What follows belongs to an exercise in optimizing a design on an open flow for small area; a production flow would make more cautious choices. Only simulation tests tie the RTL to the original design; equivalence was not proved. Power figures rest on the tool's default switching activity, not on a simulated workload.

==> design/flow/design.v <==
module mac_o (
    input  [7:0]  a,
    input  [7:0]  w,
    input  [15:0] p,
    output        co,    
    output [15:0] s
);
wire one0 = w[0];
wire two0 = w[1] & ~w[0];
wire neg0 = w[1];
wire one1, two1;
benc e1 (.hi(w[3]), .mid(w[2]), .lo(w[1]), .one(one1), .two(two1));
wire neg1 = w[3];
wire one2, two2;
benc e2 (.hi(w[5]), .mid(w[4]), .lo(w[3]), .one(one2), .two(two2));
wire neg2 = w[5];
wire one3, two3;
benc e3 (.hi(w[7]), .mid(w[6]), .lo(w[5]), .one(one3), .two(two3));
wire neg3 = w[7];
wire x0_0;
bpp0 p0_0 (.one(one0), .neg(neg0), .a1(a[0]), .x(x0_0));
wire x0_1;
bpp p0_1 (.one(one0), .two(two0), .neg(neg0), .a1(a[1]), .a0(a[0]), .x(x0_1));
wire x0_2;
bpp p0_2 (.one(one0), .two(two0), .neg(neg0), .a1(a[2]), .a0(a[1]), .x(x0_2));
wire x0_3;
bpp p0_3 (.one(one0), .two(two0), .neg(neg0), .a1(a[3]), .a0(a[2]), .x(x0_3));
wire x0_4;
bpp p0_4 (.one(one0), .two(two0), .neg(neg0), .a1(a[4]), .a0(a[3]), .x(x0_4));
wire x0_5;
bpp p0_5 (.one(one0), .two(two0), .neg(neg0), .a1(a[5]), .a0(a[4]), .x(x0_5));
wire x0_6;
bpp p0_6 (.one(one0), .two(two0), .neg(neg0), .a1(a[6]), .a0(a[5]), .x(x0_6));
wire x0_7;
bpp p0_7 (.one(one0), .two(two0), .neg(neg0), .a1(a[7]), .a0(a[6]), .x(x0_7));
wire x0_8;
bpp8 p0_8 (.one(one0), .two(two0), .neg(neg0), .a1(a[7]), .x(x0_8));
wire x1_0;
bpp0 p1_0 (.one(one1), .neg(neg1), .a1(a[0]), .x(x1_0));
wire x1_1;
bpp p1_1 (.one(one1), .two(two1), .neg(neg1), .a1(a[1]), .a0(a[0]), .x(x1_1));
wire x1_2;
bpp p1_2 (.one(one1), .two(two1), .neg(neg1), .a1(a[2]), .a0(a[1]), .x(x1_2));
wire x1_3;
bpp p1_3 (.one(one1), .two(two1), .neg(neg1), .a1(a[3]), .a0(a[2]), .x(x1_3));
wire x1_4;
bpp p1_4 (.one(one1), .two(two1), .neg(neg1), .a1(a[4]), .a0(a[3]), .x(x1_4));
wire x1_5;
bpp p1_5 (.one(one1), .two(two1), .neg(neg1), .a1(a[5]), .a0(a[4]), .x(x1_5));
wire x1_6;
bpp p1_6 (.one(one1), .two(two1), .neg(neg1), .a1(a[6]), .a0(a[5]), .x(x1_6));
wire x1_7;
bpp p1_7 (.one(one1), .two(two1), .neg(neg1), .a1(a[7]), .a0(a[6]), .x(x1_7));
wire x1_8;
bpp8 p1_8 (.one(one1), .two(two1), .neg(neg1), .a1(a[7]), .x(x1_8));
wire x2_0;
bpp0 p2_0 (.one(one2), .neg(neg2), .a1(a[0]), .x(x2_0));
wire x2_1;
bpp p2_1 (.one(one2), .two(two2), .neg(neg2), .a1(a[1]), .a0(a[0]), .x(x2_1));
wire x2_2;
bpp p2_2 (.one(one2), .two(two2), .neg(neg2), .a1(a[2]), .a0(a[1]), .x(x2_2));
wire x2_3;
bpp p2_3 (.one(one2), .two(two2), .neg(neg2), .a1(a[3]), .a0(a[2]), .x(x2_3));
wire x2_4;
bpp p2_4 (.one(one2), .two(two2), .neg(neg2), .a1(a[4]), .a0(a[3]), .x(x2_4));
wire x2_5;
bpp p2_5 (.one(one2), .two(two2), .neg(neg2), .a1(a[5]), .a0(a[4]), .x(x2_5));
wire x2_6;
bpp p2_6 (.one(one2), .two(two2), .neg(neg2), .a1(a[6]), .a0(a[5]), .x(x2_6));
wire x2_7;
bpp p2_7 (.one(one2), .two(two2), .neg(neg2), .a1(a[7]), .a0(a[6]), .x(x2_7));
wire x2_8;
bpp8 p2_8 (.one(one2), .two(two2), .neg(neg2), .a1(a[7]), .x(x2_8));
wire x3_0;
bpp0 p3_0 (.one(one3), .neg(neg3), .a1(a[0]), .x(x3_0));
wire x3_1;
bpp p3_1 (.one(one3), .two(two3), .neg(neg3), .a1(a[1]), .a0(a[0]), .x(x3_1));
wire x3_2;
bpp p3_2 (.one(one3), .two(two3), .neg(neg3), .a1(a[2]), .a0(a[1]), .x(x3_2));
wire x3_3;
bpp p3_3 (.one(one3), .two(two3), .neg(neg3), .a1(a[3]), .a0(a[2]), .x(x3_3));
wire x3_4;
bpp p3_4 (.one(one3), .two(two3), .neg(neg3), .a1(a[4]), .a0(a[3]), .x(x3_4));
wire x3_5;
bpp p3_5 (.one(one3), .two(two3), .neg(neg3), .a1(a[5]), .a0(a[4]), .x(x3_5));
wire x3_6;
bpp p3_6 (.one(one3), .two(two3), .neg(neg3), .a1(a[6]), .a0(a[5]), .x(x3_6));
wire x3_7;
bpp p3_7 (.one(one3), .two(two3), .neg(neg3), .a1(a[7]), .a0(a[6]), .x(x3_7));
wire x3_8;
bpp8 p3_8 (.one(one3), .two(two3), .neg(neg3), .a1(a[7]), .x(x3_8));
wire c0;
fa u0 (.a(neg0), .b(p[0]), .ci(x0_0), .s(s[0]), .co(c0));
wire c1;
fa u1 (.a(p[1]), .b(x0_1), .ci(c0), .s(s[1]), .co(c1));
wire s2, c2;
fa u2 (.a(neg1), .b(p[2]), .ci(x0_2), .s(s2), .co(c2));
wire c3;
fa u3 (.a(x1_0), .b(s2), .ci(c1), .s(s[2]), .co(c3));
wire s4, c4;
fa u4 (.a(p[3]), .b(x0_3), .ci(x1_1), .s(s4), .co(c4));
wire c5;
fa u5 (.a(c2), .b(s4), .ci(c3), .s(s[3]), .co(c5));
wire s6, c6;
fa u6 (.a(neg2), .b(p[4]), .ci(x0_4), .s(s6), .co(c6));
wire s7, c7;
fa u7 (.a(x1_2), .b(x2_0), .ci(c4), .s(s7), .co(c7));
wire c8;
fa u8 (.a(s6), .b(s7), .ci(c5), .s(s[4]), .co(c8));
wire s9, c9;
fa u9 (.a(p[5]), .b(x0_5), .ci(x1_3), .s(s9), .co(c9));
wire s10, c10;
fa u10 (.a(x2_1), .b(c6), .ci(s9), .s(s10), .co(c10));
wire c11;
fa u11 (.a(c7), .b(s10), .ci(c8), .s(s[5]), .co(c11));
wire s12, c12;
fa u12 (.a(neg3), .b(p[6]), .ci(x0_6), .s(s12), .co(c12));
wire s13, c13;
fa u13 (.a(x1_4), .b(x2_2), .ci(x3_0), .s(s13), .co(c13));
wire s14, c14;
fa u14 (.a(c9), .b(s12), .ci(s13), .s(s14), .co(c14));
wire c15;
fa u15 (.a(c10), .b(s14), .ci(c11), .s(s[6]), .co(c15));
wire s16, c16;
fa u16 (.a(p[7]), .b(x0_7), .ci(x1_5), .s(s16), .co(c16));
wire s17, c17;
fa u17 (.a(x2_3), .b(x3_1), .ci(c12), .s(s17), .co(c17));
wire s18, c18;
fa u18 (.a(c13), .b(s16), .ci(c14), .s(s18), .co(c18));
wire c19;
fa u19 (.a(s17), .b(s18), .ci(c15), .s(s[7]), .co(c19));
wire s20, c20;
fa u20 (.a(p[8]), .b(x0_8), .ci(x1_6), .s(s20), .co(c20));
wire s21, c21;
fa u21 (.a(x2_4), .b(x3_2), .ci(c16), .s(s21), .co(c21));
wire s22, c22;
fa u22 (.a(s20), .b(c17), .ci(s21), .s(s22), .co(c22));
wire c23;
fa u23 (.a(c18), .b(s22), .ci(c19), .s(s[8]), .co(c23));
wire s24, c24;
fa u24 (.a(p[9]), .b(x1_7), .ci(x2_5), .s(s24), .co(c24));
wire s25, c25;
fa u25 (.a(x3_3), .b(c20), .ci(s24), .s(s25), .co(c25));
wire s26, c26;
fa u26 (.a(c21), .b(s25), .ci(c22), .s(s26), .co(c26));
wire c27;
ha u27 (.a(s26), .b(c23), .s(s[9]), .co(c27));
wire s28, c28;
fa u28 (.a(p[10]), .b(x1_8), .ci(x2_6), .s(s28), .co(c28));
wire s29, c29;
fa u29 (.a(x3_4), .b(c24), .ci(s28), .s(s29), .co(c29));
wire s30, c30;
fa u30 (.a(c25), .b(s29), .ci(c26), .s(s30), .co(c30));
wire c31;
ha u31 (.a(s30), .b(c27), .s(s[10]), .co(c31));
wire s32, c32;
fa u32 (.a(p[11]), .b(x2_7), .ci(x3_5), .s(s32), .co(c32));
wire s33, c33;
fa u33 (.a(c28), .b(s32), .ci(c29), .s(s33), .co(c33));
wire c34;
fa u34 (.a(s33), .b(c30), .ci(c31), .s(s[11]), .co(c34));
wire s35, c35;
fa u35 (.a(p[12]), .b(x2_8), .ci(x3_6), .s(s35), .co(c35));
wire s36, c36;
fa u36 (.a(c32), .b(s35), .ci(c33), .s(s36), .co(c36));
wire c37;
ha u37 (.a(s36), .b(c34), .s(s[12]), .co(c37));
wire s38, c38;
fa u38 (.a(p[13]), .b(x3_7), .ci(c35), .s(s38), .co(c38));
wire c39;
fa u39 (.a(s38), .b(c36), .ci(c37), .s(s[13]), .co(c39));
wire s40, c40;
fa u40 (.a(p[14]), .b(x3_8), .ci(c38), .s(s40), .co(c40));
wire c41;
ha u41 (.a(s40), .b(c39), .s(s[14]), .co(c41));
fa u42 (.a(p[15]), .b(c40), .ci(c41), .s(s[15]), .co(co));
endmodule
module mac_i (
    input  [7:0]  a,
    input  [7:0]  w,
    input         ci,    
    input  [23:0] p,
    output [23:0] s
);
wire one0 = w[0];
wire two0 = w[1] & ~w[0];
wire neg0 = w[1];
wire one1, two1;
benc e1 (.hi(w[3]), .mid(w[2]), .lo(w[1]), .one(one1), .two(two1));
wire neg1 = w[3];
wire one2, two2;
benc e2 (.hi(w[5]), .mid(w[4]), .lo(w[3]), .one(one2), .two(two2));
wire neg2 = w[5];
wire one3, two3;
benc e3 (.hi(w[7]), .mid(w[6]), .lo(w[5]), .one(one3), .two(two3));
wire neg3 = w[7];
wire x0_0;
bpp0 p0_0 (.one(one0), .neg(neg0), .a1(a[0]), .x(x0_0));
wire x0_1;
bpp p0_1 (.one(one0), .two(two0), .neg(neg0), .a1(a[1]), .a0(a[0]), .x(x0_1));
wire x0_2;
bpp p0_2 (.one(one0), .two(two0), .neg(neg0), .a1(a[2]), .a0(a[1]), .x(x0_2));
wire x0_3;
bpp p0_3 (.one(one0), .two(two0), .neg(neg0), .a1(a[3]), .a0(a[2]), .x(x0_3));
wire x0_4;
bpp p0_4 (.one(one0), .two(two0), .neg(neg0), .a1(a[4]), .a0(a[3]), .x(x0_4));
wire x0_5;
bpp p0_5 (.one(one0), .two(two0), .neg(neg0), .a1(a[5]), .a0(a[4]), .x(x0_5));
wire x0_6;
bpp p0_6 (.one(one0), .two(two0), .neg(neg0), .a1(a[6]), .a0(a[5]), .x(x0_6));
wire x0_7;
bpp p0_7 (.one(one0), .two(two0), .neg(neg0), .a1(a[7]), .a0(a[6]), .x(x0_7));
wire x0_8;
bpp8 p0_8 (.one(one0), .two(two0), .neg(neg0), .a1(a[7]), .x(x0_8));
wire x1_0;
bpp0 p1_0 (.one(one1), .neg(neg1), .a1(a[0]), .x(x1_0));
wire x1_1;
bpp p1_1 (.one(one1), .two(two1), .neg(neg1), .a1(a[1]), .a0(a[0]), .x(x1_1));
wire x1_2;
bpp p1_2 (.one(one1), .two(two1), .neg(neg1), .a1(a[2]), .a0(a[1]), .x(x1_2));
wire x1_3;
bpp p1_3 (.one(one1), .two(two1), .neg(neg1), .a1(a[3]), .a0(a[2]), .x(x1_3));
wire x1_4;
bpp p1_4 (.one(one1), .two(two1), .neg(neg1), .a1(a[4]), .a0(a[3]), .x(x1_4));
wire x1_5;
bpp p1_5 (.one(one1), .two(two1), .neg(neg1), .a1(a[5]), .a0(a[4]), .x(x1_5));
wire x1_6;
bpp p1_6 (.one(one1), .two(two1), .neg(neg1), .a1(a[6]), .a0(a[5]), .x(x1_6));
wire x1_7;
bpp p1_7 (.one(one1), .two(two1), .neg(neg1), .a1(a[7]), .a0(a[6]), .x(x1_7));
wire x1_8;
bpp8 p1_8 (.one(one1), .two(two1), .neg(neg1), .a1(a[7]), .x(x1_8));
wire x2_0;
bpp0 p2_0 (.one(one2), .neg(neg2), .a1(a[0]), .x(x2_0));
wire x2_1;
bpp p2_1 (.one(one2), .two(two2), .neg(neg2), .a1(a[1]), .a0(a[0]), .x(x2_1));
wire x2_2;
bpp p2_2 (.one(one2), .two(two2), .neg(neg2), .a1(a[2]), .a0(a[1]), .x(x2_2));
wire x2_3;
bpp p2_3 (.one(one2), .two(two2), .neg(neg2), .a1(a[3]), .a0(a[2]), .x(x2_3));
wire x2_4;
bpp p2_4 (.one(one2), .two(two2), .neg(neg2), .a1(a[4]), .a0(a[3]), .x(x2_4));
wire x2_5;
bpp p2_5 (.one(one2), .two(two2), .neg(neg2), .a1(a[5]), .a0(a[4]), .x(x2_5));
wire x2_6;
bpp p2_6 (.one(one2), .two(two2), .neg(neg2), .a1(a[6]), .a0(a[5]), .x(x2_6));
wire x2_7;
bpp p2_7 (.one(one2), .two(two2), .neg(neg2), .a1(a[7]), .a0(a[6]), .x(x2_7));
wire x2_8;
bpp8 p2_8 (.one(one2), .two(two2), .neg(neg2), .a1(a[7]), .x(x2_8));
wire x3_0;
bpp0 p3_0 (.one(one3), .neg(neg3), .a1(a[0]), .x(x3_0));
wire x3_1;
bpp p3_1 (.one(one3), .two(two3), .neg(neg3), .a1(a[1]), .a0(a[0]), .x(x3_1));
wire x3_2;
bpp p3_2 (.one(one3), .two(two3), .neg(neg3), .a1(a[2]), .a0(a[1]), .x(x3_2));
wire x3_3;
bpp p3_3 (.one(one3), .two(two3), .neg(neg3), .a1(a[3]), .a0(a[2]), .x(x3_3));
wire x3_4;
bpp p3_4 (.one(one3), .two(two3), .neg(neg3), .a1(a[4]), .a0(a[3]), .x(x3_4));
wire x3_5;
bpp p3_5 (.one(one3), .two(two3), .neg(neg3), .a1(a[5]), .a0(a[4]), .x(x3_5));
wire x3_6;
bpp p3_6 (.one(one3), .two(two3), .neg(neg3), .a1(a[6]), .a0(a[5]), .x(x3_6));
wire x3_7;
bpp p3_7 (.one(one3), .two(two3), .neg(neg3), .a1(a[7]), .a0(a[6]), .x(x3_7));
wire x3_8;
bpp8 p3_8 (.one(one3), .two(two3), .neg(neg3), .a1(a[7]), .x(x3_8));
wire c0;
fa u0 (.a(neg0), .b(p[0]), .ci(x0_0), .s(s[0]), .co(c0));
wire c1;
fa u1 (.a(p[1]), .b(x0_1), .ci(c0), .s(s[1]), .co(c1));
wire s2, c2;
fa u2 (.a(neg1), .b(p[2]), .ci(x0_2), .s(s2), .co(c2));
wire c3;
fa u3 (.a(x1_0), .b(s2), .ci(c1), .s(s[2]), .co(c3));
wire s4, c4;
fa u4 (.a(p[3]), .b(x0_3), .ci(x1_1), .s(s4), .co(c4));
wire c5;
fa u5 (.a(c2), .b(s4), .ci(c3), .s(s[3]), .co(c5));
wire s6, c6;
fa u6 (.a(neg2), .b(p[4]), .ci(x0_4), .s(s6), .co(c6));
wire s7, c7;
fa u7 (.a(x1_2), .b(x2_0), .ci(c4), .s(s7), .co(c7));
wire c8;
fa u8 (.a(s6), .b(s7), .ci(c5), .s(s[4]), .co(c8));
wire s9, c9;
fa u9 (.a(p[5]), .b(x0_5), .ci(x1_3), .s(s9), .co(c9));
wire s10, c10;
fa u10 (.a(x2_1), .b(c6), .ci(s9), .s(s10), .co(c10));
wire c11;
fa u11 (.a(c7), .b(s10), .ci(c8), .s(s[5]), .co(c11));
wire s12, c12;
fa u12 (.a(neg3), .b(p[6]), .ci(x0_6), .s(s12), .co(c12));
wire s13, c13;
fa u13 (.a(x1_4), .b(x2_2), .ci(x3_0), .s(s13), .co(c13));
wire s14, c14;
fa u14 (.a(c9), .b(s12), .ci(s13), .s(s14), .co(c14));
wire c15;
fa u15 (.a(c10), .b(s14), .ci(c11), .s(s[6]), .co(c15));
wire s16, c16;
fa u16 (.a(p[7]), .b(x0_7), .ci(x1_5), .s(s16), .co(c16));
wire s17, c17;
fa u17 (.a(x2_3), .b(x3_1), .ci(c12), .s(s17), .co(c17));
wire s18, c18;
fa u18 (.a(c13), .b(s16), .ci(c14), .s(s18), .co(c18));
wire c19;
fa u19 (.a(s17), .b(s18), .ci(c15), .s(s[7]), .co(c19));
wire s20, c20;
fa u20 (.a(p[8]), .b(x0_8), .ci(x1_6), .s(s20), .co(c20));
wire s21, c21;
fa u21 (.a(x2_4), .b(x3_2), .ci(c16), .s(s21), .co(c21));
wire s22, c22;
fa u22 (.a(s20), .b(c17), .ci(s21), .s(s22), .co(c22));
wire c23;
fa u23 (.a(c18), .b(s22), .ci(c19), .s(s[8]), .co(c23));
wire s24, c24;
fa u24 (.a(p[9]), .b(x1_7), .ci(x2_5), .s(s24), .co(c24));
wire s25, c25;
fa u25 (.a(x3_3), .b(c20), .ci(s24), .s(s25), .co(c25));
wire s26, c26;
fa u26 (.a(c21), .b(s25), .ci(c22), .s(s26), .co(c26));
wire c27;
ha u27 (.a(s26), .b(c23), .s(s[9]), .co(c27));
wire s28, c28;
fa u28 (.a(p[10]), .b(x1_8), .ci(x2_6), .s(s28), .co(c28));
wire s29, c29;
fa u29 (.a(x3_4), .b(c24), .ci(s28), .s(s29), .co(c29));
wire s30, c30;
fa u30 (.a(c25), .b(s29), .ci(c26), .s(s30), .co(c30));
wire c31;
ha u31 (.a(s30), .b(c27), .s(s[10]), .co(c31));
wire s32, c32;
fa u32 (.a(p[11]), .b(x2_7), .ci(x3_5), .s(s32), .co(c32));
wire s33, c33;
fa u33 (.a(c28), .b(s32), .ci(c29), .s(s33), .co(c33));
wire c34;
fa u34 (.a(s33), .b(c30), .ci(c31), .s(s[11]), .co(c34));
wire s35, c35;
fa u35 (.a(p[12]), .b(x2_8), .ci(x3_6), .s(s35), .co(c35));
wire s36, c36;
fa u36 (.a(c32), .b(s35), .ci(c33), .s(s36), .co(c36));
wire c37;
ha u37 (.a(s36), .b(c34), .s(s[12]), .co(c37));
wire s38, c38;
fa u38 (.a(p[13]), .b(x3_7), .ci(c35), .s(s38), .co(c38));
wire c39;
fa u39 (.a(s38), .b(c36), .ci(c37), .s(s[13]), .co(c39));
wire s40, c40;
fa u40 (.a(p[14]), .b(x3_8), .ci(c38), .s(s40), .co(c40));
wire c41;
ha u41 (.a(s40), .b(c39), .s(s[14]), .co(c41));
wire c42;
fa u42 (.a(p[15]), .b(c40), .ci(c41), .s(s[15]), .co(c42));
wire c43;
fa u43 (.a(p[16]), .b(ci), .ci(c42), .s(s[16]), .co(c43));
wire c44;
ha u44 (.a(p[17]), .b(c43), .s(s[17]), .co(c44));
wire c45;
ha u45 (.a(p[18]), .b(c44), .s(s[18]), .co(c45));
wire c46;
ha u46 (.a(p[19]), .b(c45), .s(s[19]), .co(c46));
wire c47;
ha u47 (.a(p[20]), .b(c46), .s(s[20]), .co(c47));
wire c48;
ha u48 (.a(p[21]), .b(c47), .s(s[21]), .co(c48));
wire c49;
ha u49 (.a(p[22]), .b(c48), .s(s[22]), .co(c49));
wire s50 = p[23] ^ c49;
assign s[23] = s50;   
endmodule
module mac_i_k (
    input  [7:0]  a,
    input  [7:0]  w,
    input         ci,    
    input  [23:0] p,
    output [23:0] s
);
wire one0 = w[0];
wire two0 = w[1] & ~w[0];
wire neg0 = w[1];
wire one1, two1;
benc e1 (.hi(w[3]), .mid(w[2]), .lo(w[1]), .one(one1), .two(two1));
wire neg1 = w[3];
wire one2, two2;
benc e2 (.hi(w[5]), .mid(w[4]), .lo(w[3]), .one(one2), .two(two2));
wire neg2 = w[5];
wire one3, two3;
benc e3 (.hi(w[7]), .mid(w[6]), .lo(w[5]), .one(one3), .two(two3));
wire neg3 = w[7];
wire x0_0;
bpp0 p0_0 (.one(one0), .neg(neg0), .a1(a[0]), .x(x0_0));
wire x0_1;
bpp p0_1 (.one(one0), .two(two0), .neg(neg0), .a1(a[1]), .a0(a[0]), .x(x0_1));
wire x0_2;
bpp p0_2 (.one(one0), .two(two0), .neg(neg0), .a1(a[2]), .a0(a[1]), .x(x0_2));
wire x0_3;
bpp p0_3 (.one(one0), .two(two0), .neg(neg0), .a1(a[3]), .a0(a[2]), .x(x0_3));
wire x0_4;
bpp p0_4 (.one(one0), .two(two0), .neg(neg0), .a1(a[4]), .a0(a[3]), .x(x0_4));
wire x0_5;
bpp p0_5 (.one(one0), .two(two0), .neg(neg0), .a1(a[5]), .a0(a[4]), .x(x0_5));
wire x0_6;
bpp p0_6 (.one(one0), .two(two0), .neg(neg0), .a1(a[6]), .a0(a[5]), .x(x0_6));
wire x0_7;
bpp p0_7 (.one(one0), .two(two0), .neg(neg0), .a1(a[7]), .a0(a[6]), .x(x0_7));
wire x0_8;
bpp8 p0_8 (.one(one0), .two(two0), .neg(neg0), .a1(a[7]), .x(x0_8));
wire x1_0;
bpp0 p1_0 (.one(one1), .neg(neg1), .a1(a[0]), .x(x1_0));
wire x1_1;
bpp p1_1 (.one(one1), .two(two1), .neg(neg1), .a1(a[1]), .a0(a[0]), .x(x1_1));
wire x1_2;
bpp p1_2 (.one(one1), .two(two1), .neg(neg1), .a1(a[2]), .a0(a[1]), .x(x1_2));
wire x1_3;
bpp p1_3 (.one(one1), .two(two1), .neg(neg1), .a1(a[3]), .a0(a[2]), .x(x1_3));
wire x1_4;
bpp p1_4 (.one(one1), .two(two1), .neg(neg1), .a1(a[4]), .a0(a[3]), .x(x1_4));
wire x1_5;
bpp p1_5 (.one(one1), .two(two1), .neg(neg1), .a1(a[5]), .a0(a[4]), .x(x1_5));
wire x1_6;
bpp p1_6 (.one(one1), .two(two1), .neg(neg1), .a1(a[6]), .a0(a[5]), .x(x1_6));
wire x1_7;
bpp p1_7 (.one(one1), .two(two1), .neg(neg1), .a1(a[7]), .a0(a[6]), .x(x1_7));
wire x1_8;
bpp8 p1_8 (.one(one1), .two(two1), .neg(neg1), .a1(a[7]), .x(x1_8));
wire x2_0;
bpp0 p2_0 (.one(one2), .neg(neg2), .a1(a[0]), .x(x2_0));
wire x2_1;
bpp p2_1 (.one(one2), .two(two2), .neg(neg2), .a1(a[1]), .a0(a[0]), .x(x2_1));
wire x2_2;
bpp p2_2 (.one(one2), .two(two2), .neg(neg2), .a1(a[2]), .a0(a[1]), .x(x2_2));
wire x2_3;
bpp p2_3 (.one(one2), .two(two2), .neg(neg2), .a1(a[3]), .a0(a[2]), .x(x2_3));
wire x2_4;
bpp p2_4 (.one(one2), .two(two2), .neg(neg2), .a1(a[4]), .a0(a[3]), .x(x2_4));
wire x2_5;
bpp p2_5 (.one(one2), .two(two2), .neg(neg2), .a1(a[5]), .a0(a[4]), .x(x2_5));
wire x2_6;
bpp p2_6 (.one(one2), .two(two2), .neg(neg2), .a1(a[6]), .a0(a[5]), .x(x2_6));
wire x2_7;
bpp p2_7 (.one(one2), .two(two2), .neg(neg2), .a1(a[7]), .a0(a[6]), .x(x2_7));
wire x2_8;
bpp8 p2_8 (.one(one2), .two(two2), .neg(neg2), .a1(a[7]), .x(x2_8));
wire x3_0;
bpp0 p3_0 (.one(one3), .neg(neg3), .a1(a[0]), .x(x3_0));
wire x3_1;
bpp p3_1 (.one(one3), .two(two3), .neg(neg3), .a1(a[1]), .a0(a[0]), .x(x3_1));
wire x3_2;
bpp p3_2 (.one(one3), .two(two3), .neg(neg3), .a1(a[2]), .a0(a[1]), .x(x3_2));
wire x3_3;
bpp p3_3 (.one(one3), .two(two3), .neg(neg3), .a1(a[3]), .a0(a[2]), .x(x3_3));
wire x3_4;
bpp p3_4 (.one(one3), .two(two3), .neg(neg3), .a1(a[4]), .a0(a[3]), .x(x3_4));
wire x3_5;
bpp p3_5 (.one(one3), .two(two3), .neg(neg3), .a1(a[5]), .a0(a[4]), .x(x3_5));
wire x3_6;
bpp p3_6 (.one(one3), .two(two3), .neg(neg3), .a1(a[6]), .a0(a[5]), .x(x3_6));
wire x3_7;
bpp p3_7 (.one(one3), .two(two3), .neg(neg3), .a1(a[7]), .a0(a[6]), .x(x3_7));
wire x3_8;
bpp8 p3_8 (.one(one3), .two(two3), .neg(neg3), .a1(a[7]), .x(x3_8));
wire c0;
fa u0 (.a(neg0), .b(p[0]), .ci(x0_0), .s(s[0]), .co(c0));
wire c1;
fa u1 (.a(p[1]), .b(x0_1), .ci(c0), .s(s[1]), .co(c1));
wire s2, c2;
fa u2 (.a(neg1), .b(p[2]), .ci(x0_2), .s(s2), .co(c2));
wire c3;
fa u3 (.a(x1_0), .b(s2), .ci(c1), .s(s[2]), .co(c3));
wire s4, c4;
fa u4 (.a(p[3]), .b(x0_3), .ci(x1_1), .s(s4), .co(c4));
wire c5;
fa u5 (.a(c2), .b(s4), .ci(c3), .s(s[3]), .co(c5));
wire s6, c6;
fa u6 (.a(neg2), .b(p[4]), .ci(x0_4), .s(s6), .co(c6));
wire s7, c7;
fa u7 (.a(x1_2), .b(x2_0), .ci(c4), .s(s7), .co(c7));
wire c8;
fa u8 (.a(s6), .b(s7), .ci(c5), .s(s[4]), .co(c8));
wire s9, c9;
fa u9 (.a(p[5]), .b(x0_5), .ci(x1_3), .s(s9), .co(c9));
wire s10, c10;
fa u10 (.a(x2_1), .b(c6), .ci(s9), .s(s10), .co(c10));
wire c11;
fa u11 (.a(c7), .b(s10), .ci(c8), .s(s[5]), .co(c11));
wire s12, c12;
fa u12 (.a(neg3), .b(p[6]), .ci(x0_6), .s(s12), .co(c12));
wire s13, c13;
fa u13 (.a(x1_4), .b(x2_2), .ci(x3_0), .s(s13), .co(c13));
wire s14, c14;
fa u14 (.a(c9), .b(s12), .ci(s13), .s(s14), .co(c14));
wire c15;
fa u15 (.a(c10), .b(s14), .ci(c11), .s(s[6]), .co(c15));
wire s16, c16;
fa u16 (.a(p[7]), .b(x0_7), .ci(x1_5), .s(s16), .co(c16));
wire s17, c17;
fa u17 (.a(x2_3), .b(x3_1), .ci(c12), .s(s17), .co(c17));
wire s18, c18;
fa u18 (.a(c13), .b(s16), .ci(c14), .s(s18), .co(c18));
wire c19;
fa u19 (.a(s17), .b(s18), .ci(c15), .s(s[7]), .co(c19));
wire s20, c20;
fa u20 (.a(p[8]), .b(x0_8), .ci(x1_6), .s(s20), .co(c20));
wire s21, c21;
fa u21 (.a(x2_4), .b(x3_2), .ci(c16), .s(s21), .co(c21));
wire s22, c22;
fa u22 (.a(s20), .b(c17), .ci(s21), .s(s22), .co(c22));
wire c23;
fa u23 (.a(c18), .b(s22), .ci(c19), .s(s[8]), .co(c23));
wire s24, c24;
fa u24 (.a(p[9]), .b(x1_7), .ci(x2_5), .s(s24), .co(c24));
wire s25, c25;
fa u25 (.a(x3_3), .b(c20), .ci(s24), .s(s25), .co(c25));
wire s26, c26;
fa u26 (.a(c21), .b(s25), .ci(c22), .s(s26), .co(c26));
wire c27;
ha u27 (.a(s26), .b(c23), .s(s[9]), .co(c27));
wire s28, c28;
fa u28 (.a(p[10]), .b(x1_8), .ci(x2_6), .s(s28), .co(c28));
wire s29, c29;
fa u29 (.a(x3_4), .b(c24), .ci(s28), .s(s29), .co(c29));
wire s30, c30;
fa u30 (.a(c25), .b(s29), .ci(c26), .s(s30), .co(c30));
wire c31;
ha u31 (.a(s30), .b(c27), .s(s[10]), .co(c31));
wire s32 = ~(p[11] ^ x2_7);
wire c32 = p[11] | x2_7;
wire s33, c33;
fa u33 (.a(x3_5), .b(s32), .ci(c28), .s(s33), .co(c33));
wire s34, c34;
fa u34 (.a(c29), .b(s33), .ci(c30), .s(s34), .co(c34));
wire c35;
ha u35 (.a(s34), .b(c31), .s(s[11]), .co(c35));
wire s36 = ~(p[12] ^ x2_8);
wire c36 = p[12] | x2_8;
wire s37, c37;
fa u37 (.a(x3_6), .b(c32), .ci(s36), .s(s37), .co(c37));
wire s38, c38;
fa u38 (.a(s37), .b(c33), .ci(c34), .s(s38), .co(c38));
wire c39;
ha u39 (.a(s38), .b(c35), .s(s[12]), .co(c39));
wire s40, c40;
fa u40 (.a(p[13]), .b(x3_7), .ci(c36), .s(s40), .co(c40));
wire s41, c41;
fa u41 (.a(c37), .b(s40), .ci(c38), .s(s41), .co(c41));
wire c42;
ha u42 (.a(s41), .b(c39), .s(s[13]), .co(c42));
wire s43 = ~(p[14] ^ x3_8);
wire c43 = p[14] | x3_8;
wire s44, c44;
fa u44 (.a(s43), .b(c40), .ci(c41), .s(s44), .co(c44));
wire c45;
ha u45 (.a(s44), .b(c42), .s(s[14]), .co(c45));
wire s46, c46;
fa u46 (.a(p[15]), .b(c43), .ci(c44), .s(s46), .co(c46));
wire c47;
ha u47 (.a(s46), .b(c45), .s(s[15]), .co(c47));
wire s48 = ~(p[16] ^ ci);
wire c48 = p[16] | ci;
wire c49;
fa u49 (.a(s48), .b(c46), .ci(c47), .s(s[16]), .co(c49));
wire c50;
fa u50 (.a(p[17]), .b(c48), .ci(c49), .s(s[17]), .co(c50));
wire s51 = ~(p[18] ^ c50);
wire c51 = p[18] | c50;
assign s[18] = s51;   
wire s52 = ~(p[19] ^ c51);
wire c52 = p[19] | c51;
assign s[19] = s52;   
wire s53 = ~(p[20] ^ c52);
wire c53 = p[20] | c52;
assign s[20] = s53;   
wire s54 = ~(p[21] ^ c53);
wire c54 = p[21] | c53;
assign s[21] = s54;   
wire s55 = ~(p[22] ^ c54);
wire c55 = p[22] | c54;
assign s[22] = s55;   
wire s56 = ~(p[23] ^ c55);
wire c56 = p[23] | c55;
assign s[23] = s56;   
endmodule
module fa (input a, input b, input ci, output s, output co);
assign s = a ^ b ^ ci;
assign co = (a & b) | (a & ci) | (b & ci);
endmodule
module ha (input a, input b, output s, output co);
assign s = a ^ b;
assign co = a & b;
endmodule
module benc (input hi, input mid, input lo, output one, output two);
assign one = mid ^ lo;
assign two = (hi & ~mid & ~lo) | (~hi & mid & lo);
endmodule
module bpp (input one, input two, input neg, input a1, input a0, output x);
assign x = ((one & a1) | (two & a0)) ^ neg;
endmodule
module bpp0 (input one, input neg, input a1, output x);
assign x = (one & a1) ^ neg;
endmodule
module bpp8 (input one, input two, input neg, input a1, output x);
assign x = ~(((one | two) & a1) ^ neg);
endmodule
module systolic(
    input CLK,
    input [8*8-1:0] i_Data_I_In,
    input [4*8-1:0] i_Data_W_In,
    input [4-1:0] i_EN_W_In,
    input [3-1:0] i_EN_ID_In,
    input [4*24-1:0] i_Psum_In,
    output [4*24-1:0] o_Psum_Out,
    input  [4*16-1:0] i_Addr_P_In,
    input  [4*1-1:0] i_Valid_P_In,
    output [4*16-1:0] o_Addr_P_Out,
    output [4*1-1:0] o_Valid_P_Out
);
reg [8*8*3-1:0]  i_q;     
reg [8*7*4-1:0]  w_q;     
reg [7*4-1:0]    e_q;     
reg [3*7-1:0]    id_q;    
reg [8*8*4-1:0]  wb_q;    
reg [24*8*4-1:0] p_q;     
reg [16*8*4-1:0] a_q;     
reg [8*4-1:0]    v_q;     
reg [8*4-1:0]    d_q;     
genvar c, r;
generate
    for (r = 0; r < 8 - 1; r = r + 1) begin : idp
        if (r == 0) begin : g0
            always @(posedge CLK) id_q[2:0] <= i_EN_ID_In;
        end else begin : gn
            always @(posedge CLK) id_q[3*r +: 3] <= id_q[3*(r-1) +: 3];
        end
    end
    for (c = 0; c < 4; c = c + 1) begin : col
        for (r = 0; r < 8; r = r + 1) begin : row
            wire [7:0]  a_in;
            wire [7:0]  w_in;
            wire        e_in;
            wire [2:0]  id_in;
            wire [23:0] p_in;
            wire [15:0] ad_in;
            wire        v_in;
            wire [23:0] sum;
            if (c == 0) begin : g_a0
                assign a_in = i_Data_I_In[8*r +: 8];
            end else begin : g_an
                assign a_in = i_q[8*(8*(c-1)+r) +: 8];
            end
            if (r == 0) begin : g_r0
                assign w_in  = i_Data_W_In[8*c +: 8];
                assign e_in  = i_EN_W_In[c];
                assign id_in = i_EN_ID_In;
                assign p_in  = i_Psum_In[24*c +: 24];
                assign ad_in = i_Addr_P_In[16*c +: 16];
                assign v_in  = i_Valid_P_In[c];
            end else begin : g_rn
                assign w_in  = w_q[8*(7*c+r-1) +: 8];
                assign e_in  = e_q[7*c+r-1];
                assign id_in = id_q[3*(r-1) +: 3];
                assign p_in  = p_q[24*(8*c+r-1) +: 24];
                assign ad_in = a_q[16*(8*c+r-1) +: 16];
                assign v_in  = v_q[8*c+r-1];
            end
            if (r == 0) begin : g_m0
                wire co;
                mac_o u_mac (.a(a_in), .w(wb_q[8*(8*c+r) +: 8]), .p(p_in[15:0]), .s(sum[15:0]), .co(co));
                assign sum[23:16] = p_in[23:16];
                always @(posedge CLK) d_q[8*c+r] <= co;
            end
            if (r == 1) begin : g_m1
                mac_i u_mac (.a(a_in), .w(wb_q[8*(8*c+r) +: 8]), .ci(d_q[8*c+r-1]), .p(p_in), .s(sum));
            end
            if (r == 2) begin : g_m2
                wire co;
                mac_o u_mac (.a(a_in), .w(wb_q[8*(8*c+r) +: 8]), .p(p_in[15:0]), .s(sum[15:0]), .co(co));
                assign sum[23:16] = p_in[23:16];
                always @(posedge CLK) d_q[8*c+r] <= co;
            end
            if (r == 3) begin : g_m3
                mac_i u_mac (.a(a_in), .w(wb_q[8*(8*c+r) +: 8]), .ci(d_q[8*c+r-1]), .p(p_in), .s(sum));
            end
            if (r == 4) begin : g_m4
                wire co;
                mac_o u_mac (.a(a_in), .w(wb_q[8*(8*c+r) +: 8]), .p(p_in[15:0]), .s(sum[15:0]), .co(co));
                assign sum[23:16] = p_in[23:16];
                always @(posedge CLK) d_q[8*c+r] <= co;
            end
            if (r == 5) begin : g_m5
                mac_i u_mac (.a(a_in), .w(wb_q[8*(8*c+r) +: 8]), .ci(d_q[8*c+r-1]), .p(p_in), .s(sum));
            end
            if (r == 6) begin : g_m6
                wire co;
                mac_o u_mac (.a(a_in), .w(wb_q[8*(8*c+r) +: 8]), .p(p_in[15:0]), .s(sum[15:0]), .co(co));
                assign sum[23:16] = p_in[23:16];
                always @(posedge CLK) d_q[8*c+r] <= co;
            end
            if (r == 7) begin : g_m7
                mac_i_k u_mac (.a(a_in), .w(wb_q[8*(8*c+r) +: 8]), .ci(d_q[8*c+r-1]), .p(p_in), .s(sum));
            end
            if (r < 8 - 1) begin : g_wp
                always @(posedge CLK) begin
                    w_q[8*(7*c+r) +: 8] <= w_in;
                    e_q[7*c+r] <= e_in;
                end
            end
            if (c < 4 - 1) begin : g_i
                always @(posedge CLK) i_q[8*(8*c+r) +: 8] <= a_in;
            end
            always @(posedge CLK) begin
                if (e_in && (id_in == r))
                    wb_q[8*(8*c+r) +: 8] <= w_in;
                p_q[24*(8*c+r) +: 24] <= sum;
                a_q[16*(8*c+r) +: 16] <= ad_in;
                v_q[8*c+r] <= v_in;
            end
        end
        assign o_Psum_Out[24*c +: 24]  = p_q[24*(8*c+7) +: 24];
        assign o_Addr_P_Out[16*c +: 16] = a_q[16*(8*c+7) +: 16];
        assign o_Valid_P_Out[c]         = v_q[8*c+7];
    end
endgenerate
endmodule
==> design/flow/flow/run.sh <==
#!/bin/bash
# Own layout flow: the standard synthesis, then area recovery on its netlist
# (flow/downsize.py puts combinational cells that abc sized up back to drive 1;
# registers are untouched), then the standard layout from floorplan to finish,
# with a clock tree built from larger sink clusters and without dummy loads, and drive-1 port buffers.
# Each step writes its full output to its own log file in this folder.
set -euo pipefail
R=orfs/results/$FLOW_PLATFORM/systolic/base
bash standard.sh synth > synth.log 2>&1
python3 flow/downsize.py $R/1_2_yosys.v \
  $FLOW_HOME/platforms/$FLOW_PLATFORM/lib/sky130_fd_sc_hd__tt_025C_1v80.lib > downsize.log 2>&1
rm -f $R/1_synth.odb
bash standard.sh \
  CTS_ARGS="-sink_clustering_enable -repair_clock_nets -dont_use_dummy_load -sink_clustering_size 24 -sink_clustering_max_diameter 120" \
  BUFFER_PORTS_ARGS="-buffer_cell sky130_fd_sc_hd__buf_1" \
  finish > layout.log 2>&1
==> design/flow/flow/downsize.py <==
#!/usr/bin/env python3
"""Area recovery on the synthesised netlist: every combinational cell that abc
sized up (drive strength 2 or more) goes back to its drive-1 variant when the
library has one.  Flip-flops, buffers and adder cells are left as they are; the
layout's own repair steps size cells up again where timing needs it."""
import re
import sys

net, lib = sys.argv[1], sys.argv[2]
cells = set(re.findall(r'cell\s*\(\s*"?(sky130_fd_sc_hd__\w+?)"?\s*\)', open(lib).read()))
keep = re.compile(r"sky130_fd_sc_hd__(df|edf|sdf|dl|buf|clk|fa_|ha_|conb|tap|fill|decap|diode)")
text = open(net).read()
count = {}


def sub(m):
    name = m.group(0)
    if keep.match(name):
        return name
    base, drive = m.group(1), m.group(2)
    small = f"{base}_1"
    if drive not in ("1", "0") and small in cells:
        count[name] = count.get(name, 0) + 1
        return small
    return name


text = re.sub(r"\b(sky130_fd_sc_hd__\w+?)_(\d+)\b", sub, text)
open(net, "w").write(text)
for k, v in sorted(count.items()):
    print(f"{k} -> _1: {v}")
==> design/flow/standard.sh <==
#!/bin/bash
# synth_recipe.tcl (not shown) runs the flow's synth.tcl, then flattens the netlist and writes it again
# the make line also repeats each setting of config.mk as NAME=value (left out here)
make -C /OpenROAD-flow-scripts/flow DESIGN_CONFIG=/design/flow/config.mk WORK_HOME=/design/flow/orfs CLKGATE_MAP_FILE= SYNTH_SCRIPT=/design/flow/synth_recipe.tcl "${@:-finish}"
==> design/flow/config.mk <==
export PLATFORM = sky130hd
export DESIGN_NAME = systolic
export DESIGN_NICKNAME = systolic
export VERILOG_FILES = /design/flow/design.v
export SDC_FILE = /design/flow/constraint.sdc
export NUM_CORES = 4
export LEC_CHECK = 0
export CAP_MARGIN = 20
export CORE_MARGIN = 2
export CORE_UTILIZATION = 55
export GPL_TIMING_DRIVEN = 0
export PLACE_DENSITY = 0.7
export SLEW_MARGIN = 20
export SYNTH_HIERARCHICAL = 1
export SYNTH_MINIMUM_KEEP_SIZE = 0
==> design/flow/constraint.sdc <==
create_clock -name core_clock -period 8.0 [get_ports {CLK}]
set_input_delay 1.6000 -clock core_clock [delete_from_list [all_inputs] [get_ports {CLK}]]
set_output_delay 1.6000 -clock core_clock [all_outputs]
set_load 0.01 [all_outputs]
==> flow_summary.yaml <==
critical_path:
  worst_path_dominant_cell_family: "adder cells"
  slowest_delay_ps: 390
  critical_path.slowest_cell: "fa_2"
  end_kind: "flip-flop"
  critPathLaunchType: "input pin"
  arrival_ps: 8510
  worstSetupPathType: "in -> reg"
  critPathMaxFanout: 9
  data_required_critical_path_ps: 8630
  most_used_cell_cp: "fa_2"
  cp.buffers_inverters: 2
detailed_routing:
  drc_errors: 0
  dr.first_iter.drc_count: 2601
  drt.antenna.violating_nets: 0
  totalWireLength_um: 183800
  detail_route.wl_per_cell_um: 19.35
  drt-vias-per-instance: 5.321
  routed-via-count: 50520
  drt_first_pass_iters: 6
die:
  dieArea_mm2: 0.1745
  floorplan.initialDensity: 0.5550
  floorplan.die.height_um: 417.8
  floorplan.core_area_mm2: 0.1697
  design.portCount: 432
  dieWidth_um: 417.8
  std_cell_rows: 151
clocking:
  clock-root-buffer: "clkbuf_16"
  h-tree-depth: 3
  cts_tree: "yes"
  cts.sinks: 2049
  tritoncts.num_buffers: 96
  clk-insertion-delay-late_ps: 750
  clk_pin_slew_worst_paths_ps: 90
  cts_hold_buffers: 0
  clock_tree.buffer_depth: 3
power:
  p_comb_frac: 0.464
  power.total_mw: 36.96
  swShare: 0.3568
  cellPowerDensity_mw_per_mm2: 354.4
  vdd_ir_drop_max_v: 0.0001969
  switchingPower_mw: 13.19
  power.static_leakage_nw: 38.96
  seqPwrFrac: 0.398
  p_int_mw: 23.78
  p_clk_frac: 0.138
yosys:
  post_synth.cell_area_avg_um2: 14.40
  postSynthNetCount: 8317
  ys.warnings.count: 7
  post_synth_instance_area_mm2: 0.09416
  post_synth_inst_count: 6537
min_path:
  class_of_the_worst_hold_path: "reg -> reg"
finish:
  utilization: 0.6147
  num-nets-final: 9057
  syn2layout_area_growth_pct: 10.76
  drive_above_1_share: 0.09911
timing:
  postLayoutSetupSlackWorst_ps: 117.7
  period_share: 0.9853
  max-slew-margin-rel: 0.4763
  tightest_slew_ps: 783.0
  timing.fmax_ghz: 0.1269
  final.setup.tns_ps: 0
  period_needed_ps: 7882
  timing.final.max_slew_violations: 0
  timing.clock.skew_ps: 48.01
  final-setup-viol-count: 0
  setup_repair_after_global_routing_missed_its_margin: "yes"
  hold_violations: 0
grt:
  met1_layer_usage_reported_by_global_route: 0.2810
  grt_max_degree: 25
  grt_use_total: 0.2082
  grt_use_met3: 0.02216
  groute.layer.met2.usage: 0.3603
  vias_in_the_first_global_route: 52580
  grt_remaining_overflow: 0
  grt_pass1_wl_um: 288100
  busiest_layer: "met2"
  initial_antenna_violation_count: 4
job:
  maxCapViolations: 0
placement:
  final_hpwl_from_detailed_placement_um: 144300
  placement_setup_slack_ps: -948.3
  finalWeightedCongestion: 0.8850
  buffer_ports.inserted: 431
run_status:
  run_status: "finished clean"
metal layers:
layer / part of all wire / vias to the layer above
li1: - / 23640
met1: 0.44 / 25590
met2: 0.50 / 1078
met3: 0.037 / 211
met4: 0.023 / 4
met5: 0.00013 / -
through the flow:
step / hold WS, ps / instance area [µm²] / std cells
2_1_floorplan: 309.6 / 94740 / 6537
3_3_place_gp: 309.5 / 99130 / 9186
3_5_place_dp: 312.1 / 99210 / 9191
4_1_cts: 266.1 / 103000 / 9407
5_1_grt: 271.6 / 104300 / 9493
6_report: 266.2 / 104300 / 9494
worst paths after layout:
check	startpoint	end	slack (ps)	cells past startpoint
hold reg to reg	a_q[282]	a_q[298]	270	0
setup reg to reg	wb_q[200]	p_q[623]	140	27
setup / recovery	i_Data_I_In[24]	p_q[95]	120	28
hold / removal	a_q[282]	a_q[298]	270	0
cell usage in the layout, fill, tap and decap left out, types with 96 or more instances in the layout:
| master | n |
|---|---|
| fa_2 | 145 |
| a22oi_1 | 887 |
| xnor2_1 | 1017 |
| fa_1 | 1119 |
| o21ai_1 | 128 |
| dfxtp_1 | 1782 |
| inv_1 | 108 |
| edfxtp_1 | 256 |
| ha_1 | 187 |
| buf_4 | 293 |
| xor2_1 | 218 |
| buf_1 | 415 |
| nand2b_1 | 96 |
| clkbuf_16 | 96 |
| nand2_1 | 219 |
registers in the layout, indices dropped and copies added (netlist names):
| name | flops |
|---|---|
| v_q | 32 |
| i_q | 192 |
| w_q | 224 |
| d_q | 16 |
| p_q | 768 |
| id_q | 21 |
| wb_q | 256 |
| e_q | 28 |
| a_q | 512 |
layout make-up:
class                           count  area [µm²]
Tap cell                         2218        2775
Clock buffer                       96        2402
Timing Repair Buffer              642        3293
Sequential cell                  2049       43600
Fill cell                       12920       65370
Inverter                          108       405.4
Buffer                            100       750.7
Antenna cell                        1       2.502
Multi-Input combinational cell   4280       51060
power groups by stage:
stage / logic [mW] / clock network, mW / registers, mW
finish: 17.1 / 5.11 / 14.7
global route: 20.4 / 5.68 / 14.9
CTS: 17.5 / 5.35 / 14.8
detailed placement: 16.9 / 0 / 15.0
global placement: 16.4 / 0 / 15.0
floorplan: 11.5 / 0 / 14.6
worst reg2reg max path, cell delays in order, from the launching register on:
cell	delay, ps
edfxtp_1	510
buf_6	180
a22oi_2	190
xnor2_1	170
fa_1	470
fa_2	370
fa_2	380
fa_2	370
fa_2	370
fa_2	380
fa_2	370
fa_2	390
ha_4	180
ha_4	150
fa_2	370
ha_4	170
fa_2	380
ha_4	180
fa_2	390
fa_2	500
ha_4	250
ha_4	150
ha_4	150
ha_4	160
ha_4	150
ha_4	160
xor2_2	170
buf_4	130
what timing repair did:
item                       4_1_cts  5_1_grt
gates resized for setup        120      150
setup endpoints to repair       59       35
buffers inserted               120       86
pin swaps                       22       73

-- what the ideal ports hide --
The results above use ideal ports. As a check the final layout listed here was re-extracted and re-timed, cells and wires unchanged. Step 1: set_driving_cell puts a clkbuf_16 on CLK and a buf_2 on each other input, an assumption about the parent block. Step 2 adds t to the input delays and takes it off the output delays; t is the mean of the earliest and latest rising clock arrival at the registers after step 1. Input paths then give back, and output paths get back, about the clock's delay inside the block. a / b / c = no drivers / after step 1 / after step 2; a / b = the first two.
t, ns: 0.815
slack for setup (ns): 0.118 / 0.138 / -0.677
pins driven straight from the clock port: 1
Met with ideal ports but missed after step 2: setup timing in this run. The setup slack of this run moves by +0.020 ns with the drivers and by -0.795 ns with both steps.
